This is an optimization exercise on Yosys and OpenROAD, whose aim is small area, a short achievable clock period and few clock cycles per item, not a production implementation. Where RTL was checked, it was by simulation tests only, not by an equivalence proof against the original.

==> flow/design.v <==
`timescale 1ns/1ps
module GCD (
input  logic clk,
input  logic rst_n,
input  logic [31:0] a_in,
input  logic [31:0] b_in,
output logic done,
output logic [31:0] gcd
);
localparam int SH = 3;
localparam logic [1:0] LOAD = 2'd0, RUN = 2'd1, FIN = 2'd2;
logic [1:0]  state;
logic [31:0] a, b;
logic [4:0]  k;
logic        half;    
wire swap1 = half | (~a[0] & ~b[0]);    
logic use_a, use_b;
wire [31:0] x = a & {32{use_a}};
wire [31:0] y = b & {32{use_b}};
wire [31:0] gp [0:5];
wire [31:0] pp [0:5];
assign gp[0] = x & ~y;
assign pp[0] = ~(x ^ y);
for (genvar l = 0; l < 5; l++) begin : g_lvl
  for (genvar i = 0; i < 32; i++) begin : g_bit
    if ((i >> l) & 1) begin : g_op
      localparam int J = ((i >> l) << l) - 1;
      assign gp[l+1][i] = gp[l][i] | (pp[l][i] & gp[l][J]);
      assign pp[l+1][i] = pp[l][i] & pp[l][J];
    end else begin : g_pass
      assign gp[l+1][i] = gp[l][i];
      assign pp[l+1][i] = pp[l][i];
    end
  end
end
wire [31:0] gpre = gp[5];
wire [31:0] ppre = pp[5];
wire ge = gpre[31] | ppre[31];        
wire eq = ppre[31];                   
wire [31:0] c1 = {gpre[30:0] | ppre[30:0], 1'b1};
wire [31:0] c0 = {gpre[30:0], 1'b0};
wire [31:0] r = ge ? (pp[0] ^ c1) : ~(pp[0] ^ c0);    
wire [SH:0] dl = x[SH:0] - y[SH:0];
logic [31:0] r_sh;
always_comb begin
  logic z;
  r_sh = r >> 1;
  z = ~swap1;
  for (int i = 2; i <= SH; i++) begin
    z = z & ~dl[i-1];
    if (z) r_sh = r >> i;
  end
end
wire kz = (k == 5'd0);
assign done = shl & kz;
assign gcd = a;
wire run  = (state == RUN);
wire load = (state == LOAD);
wire fin  = (state == FIN);
wire shl  = fin | (run & eq);
wire half_nx = run & swap1 & ~half;
wire a0_nx = swap1 ? b[0] : 1'b1;
wire b0_nx = swap1 ? a[1] : |dl[SH:1];
always_ff @(posedge clk) begin
  if (load) begin
    a <= a_in;
    b <= b_in;
    k <= 5'd0;
    half <= 1'b0;
    use_a <= ~(a_in[0] & ~b_in[0]);
    use_b <= a_in[0];
  end else begin
    use_a <= ~(a0_nx & ~b0_nx) | half_nx;
    use_b <= a0_nx & ~half_nx;
    b <= r_sh;
    half <= half_nx;
    if (shl) begin
      a <= {a[30:0], 1'b0};
      k <= k - 5'd1;
    end else begin
      if (ge) a <= b;
      if (half) k <= k + 5'd1;
    end
  end
end
always_ff @(posedge clk) begin
  if (rst_n) state <= LOAD;
  else if (load) state <= RUN;
  else if (shl && kz) state <= LOAD;
  else if (shl) state <= FIN;
end
endmodule
make LEC_CHECK=0 CAP_MARGIN=20 CORE_MARGIN=2 CORE_UTILIZATION=40 SLEW_MARGIN=20 finish   # period 4.5 ns
run.sh (not shown) runs the stock make flow with config.mk's settings and CLKGATE_MAP_FILE= SYNTH_SCRIPT=/design/flow/synth_recipe.tcl, a recipe that flattens the netlist after the stock synthesis.
The starting point completed with no timing, DRC or antenna violations.
Testbench counts at the start, summed over its fixed seeds: cycles 83,220, items 4,000.
Edit:
--- a/flow/design.v
+++ b/flow/design.v
@@ -6,16 +6,17 @@
 input  logic [31:0] b_in,
 output logic done,
 output logic [31:0] gcd
 );
-localparam int SH = 3;
+localparam int SH = 4;
 localparam logic [1:0] LOAD = 2'd0, RUN = 2'd1, FIN = 2'd2;
 logic [1:0]  state;
 logic [31:0] a, b;
 logic [4:0]  k;
 logic        half;    
 wire swap1 = half | (~a[0] & ~b[0]);    
-logic use_a, use_b;
+wire use_a = ~(a[0] & ~b[0]) | half;    
+wire use_b = a[0] & ~half;              
 wire [31:0] x = a & {32{use_a}};
 wire [31:0] y = b & {32{use_b}};
 wire [31:0] gp [0:5];
 wire [31:0] pp [0:5];
@@ -39,9 +40,9 @@
 wire eq = ppre[31];                   
 wire [31:0] c1 = {gpre[30:0] | ppre[30:0], 1'b1};
 wire [31:0] c0 = {gpre[30:0], 1'b0};
 wire [31:0] r = ge ? (pp[0] ^ c1) : ~(pp[0] ^ c0);    
-wire [SH:0] dl = x[SH:0] - y[SH:0];
+wire [SH-1:0] dl = x[SH-1:0] - y[SH-1:0];
 logic [31:0] r_sh;
 always_comb begin
   logic z;
   r_sh = r >> 1;
@@ -57,24 +58,17 @@
 wire run  = (state == RUN);
 wire load = (state == LOAD);
 wire fin  = (state == FIN);
 wire shl  = fin | (run & eq);
-wire half_nx = run & swap1 & ~half;
-wire a0_nx = swap1 ? b[0] : 1'b1;
-wire b0_nx = swap1 ? a[1] : |dl[SH:1];
 always_ff @(posedge clk) begin
   if (load) begin
     a <= a_in;
     b <= b_in;
     k <= 5'd0;
     half <= 1'b0;
-    use_a <= ~(a_in[0] & ~b_in[0]);
-    use_b <= a_in[0];
   end else begin
-    use_a <= ~(a0_nx & ~b0_nx) | half_nx;
-    use_b <= a0_nx & ~half_nx;
     b <= r_sh;
-    half <= half_nx;
+    half <= run & swap1 & ~half;
     if (shl) begin
       a <= {a[30:0], 1'b0};
       k <= k - 5'd1;
     end else begin
What happened: Non-clock buffer count rises by 16; setup slack gets worse by 0.069 ns; final area came out higher by 2.8%.
The RTL of the second run of this note was laid out without a check of its function.

JK:
// GCD: RTL as listed in full above, without the edits since
Settings: LEC_CHECK=0, CAP_MARGIN=20, CORE_MARGIN=2, CORE_UTILIZATION=60, SETUP_SLACK_MARGIN=0.8, SLEW_MARGIN=20; clock period 4.5 ns.
standard.sh (not shown) runs the stock make flow with config.mk's settings and CLKGATE_MAP_FILE= SYNTH_SCRIPT=/design/flow/synth_recipe.tcl, a recipe that flattens the netlist after the stock synthesis.
==> flow/flow/run.sh <==
#!/bin/bash
# The standard layout (the standard.sh: ORFS synthesis through finish),
# with each port buffered by a small sky130_fd_sc_hd__buf_1 instead of the
# buffer cell buffer_ports picks by default. Nothing else changes.
set -euo pipefail
export BUFFER_PORTS_ARGS="-buffer_cell sky130_fd_sc_hd__buf_1"
bash standard.sh > standard.log 2>&1
Testbench counts of JK, summed over its fixed seeds: cycles 83,220, items 4,000.
### JK -> MS
==> flow/design.v <==
`timescale 1ns/1ps
module GCD (
input  logic clk,
input  logic rst_n,
input  logic [31:0] a_in,
input  logic [31:0] b_in,
output logic done,
output logic [31:0] gcd
);
localparam int SH = 3;
localparam logic [1:0] LOAD = 2'd0, RUN = 2'd1, FIN = 2'd2;
logic [1:0]  state;
logic [31:0] a, b;
logic [4:0]  k;
logic        half;      
logic        swap1;     
logic        m_sub, m_a, m_b;
wire run  = (state == RUN);
wire load = (state == LOAD);
wire fin  = (state == FIN);
wire [31:0] gp [0:5];
wire [31:0] pp [0:5];
assign gp[0] = a & ~b;
assign pp[0] = ~(a ^ b);
for (genvar l = 0; l < 5; l++) begin : g_lvl
  for (genvar i = 0; i < 32; i++) begin : g_bit
    if ((i >> l) & 1) begin : g_op
      localparam int J = ((i >> l) << l) - 1;
      assign gp[l+1][i] = gp[l][i] | (pp[l][i] & gp[l][J]);
      assign pp[l+1][i] = pp[l][i] & pp[l][J];
    end else begin : g_pass
      assign gp[l+1][i] = gp[l][i];
      assign pp[l+1][i] = pp[l][i];
    end
  end
end
wire [31:0] gpre = gp[5];
wire [31:0] ppre = pp[5];
wire ge = gpre[31] | ppre[31];                        
wire eq = ppre[31];                                   
wire [31:0] c1 = {gpre[30:0] | ppre[30:0], 1'b1};
wire [31:0] c0 = {gpre[30:0], 1'b0};
wire [31:0] d_ab = pp[0] ^ c1;                        
wire [31:0] d_ba = ~(pp[0] ^ c0);                     
wire [31:0] r = ({32{m_sub &  ge}} & d_ab) |
                ({32{m_sub & ~ge}} & d_ba) |
                ({32{m_a}} & a) |
                ({32{m_b}} & b);
wire [SH:0] t = m_sub ? ~pp[0][SH:0] : m_a ? a[SH:0] : b[SH:0];
logic [31:0] r_sh;
always_comb begin
  logic z;
  r_sh = r >> 1;
  z = ~swap1;
  for (int i = 2; i <= SH; i++) begin
    z = z & ~t[i-1];
    if (z) r_sh = r >> i;
  end
end
wire kz  = (k == 5'd0);
wire shl = fin | (run & m_sub & eq);
assign done = shl & kz;
assign gcd = a;
wire half_nx = run & swap1 & ~half;
wire a0_nx   = swap1 ? b[0] : 1'b1;
wire b0_nx   = swap1 ? a[1] : |t[SH:1];
always_ff @(posedge clk) begin
  if (load) begin
    a <= a_in;
    b <= b_in;
    k <= 5'd0;
    half  <= 1'b0;
    swap1 <= ~a_in[0] & ~b_in[0];
    m_sub <= a_in[0] & b_in[0];
    m_a   <= ~a_in[0];
    m_b   <= a_in[0] & ~b_in[0];
  end else begin
    b <= r_sh;
    half  <= half_nx;
    swap1 <= half_nx | (~a0_nx & ~b0_nx);
    m_sub <= a0_nx & b0_nx & ~half_nx;
    m_a   <= ~a0_nx | half_nx;
    m_b   <= a0_nx & ~b0_nx & ~half_nx;
    if (shl) begin
      a <= {a[30:0], 1'b0};
      k <= k - 5'd1;
    end else begin
      if ((m_sub & ge) | m_a) a <= b;
      if (half) k <= k + 5'd1;
    end
  end
end
always_ff @(posedge clk) begin
  if (rst_n) state <= LOAD;
  else if (load) state <= RUN;
  else if (shl && kz) state <= LOAD;
  else if (shl) state <= FIN;
end
endmodule
The worst setup margin of JK and that of MS are within noise of each other. Compared MS vs JK, and actual slew at the worst max-slew pin is down in MS. Die height (MS vs. JK) decreases slightly. MS was carried through to the last stage, and its layout satisfied the timing, design-rule and antenna checks. Comparing JK and MS, the higher hold slack was measured on JK. Lower number of DRC violations after detailed-routing iteration 0 among JK and MS: JK. Fraction of met3 tracks used by global routing (MS over JK): increase, 1.0 points. Changes observed in MS relative to JK: summed instance area of the synthesized netlist moved down. Sort JK and MS by sequential share of layout area, ascending, and JK comes first. Summary of the comparison: number of setup buffers added after CTS is lower in MS, relative to JK.
Testbench counts of MS, summed over its fixed seeds: cycles 83,220, items 4,000.

-- port drivers added, routing unchanged --
The results above use ideal ports. As a check the final layouts listed here were re-extracted and re-timed, cells and wires unchanged. Step 1 (the two cells are an assumption about what drives the block):
set clk [get_ports {clk}]
set_driving_cell -lib_cell sky130_fd_sc_hd__clkbuf_16 $clk
set_driving_cell -lib_cell sky130_fd_sc_hd__buf_2 [delete_from_list [all_inputs] $clk]
Step 2 times the ports against the registers' clock, not the clock port: input delays grow and output delays shrink by t, the midpoint of the rising clock arrivals with the driver on. a / b / c = ideal / step 1 / step 2; a / b = the first two.
run | shift t [ns] | setup slack, ns | worst setup path at the end | latest minus earliest clock arrival (ns) | slew at the worst register clock pin (ns)
the first run of note 1 | 0.394 | 0.330 / 0.291 / 0.571 | register to register | 0.008 / 0.008 | 0.06 / 0.06
the second run of note 1 | 0.392 | 0.261 / 0.261 / 0.261 | register to register | 0.006 / 0.006 | 0.06 / 0.06
JK | 0.422 | 0.812 / 0.793 / 0.812 | register to register | 0.017 / 0.017 | 0.09 / 0.09
MS | 0.401 | 0.810 / 0.810 / 0.810 | register to register | 0.014 / 0.013 | 0.09 / 0.09
After both steps every run listed still meets setup and hold.
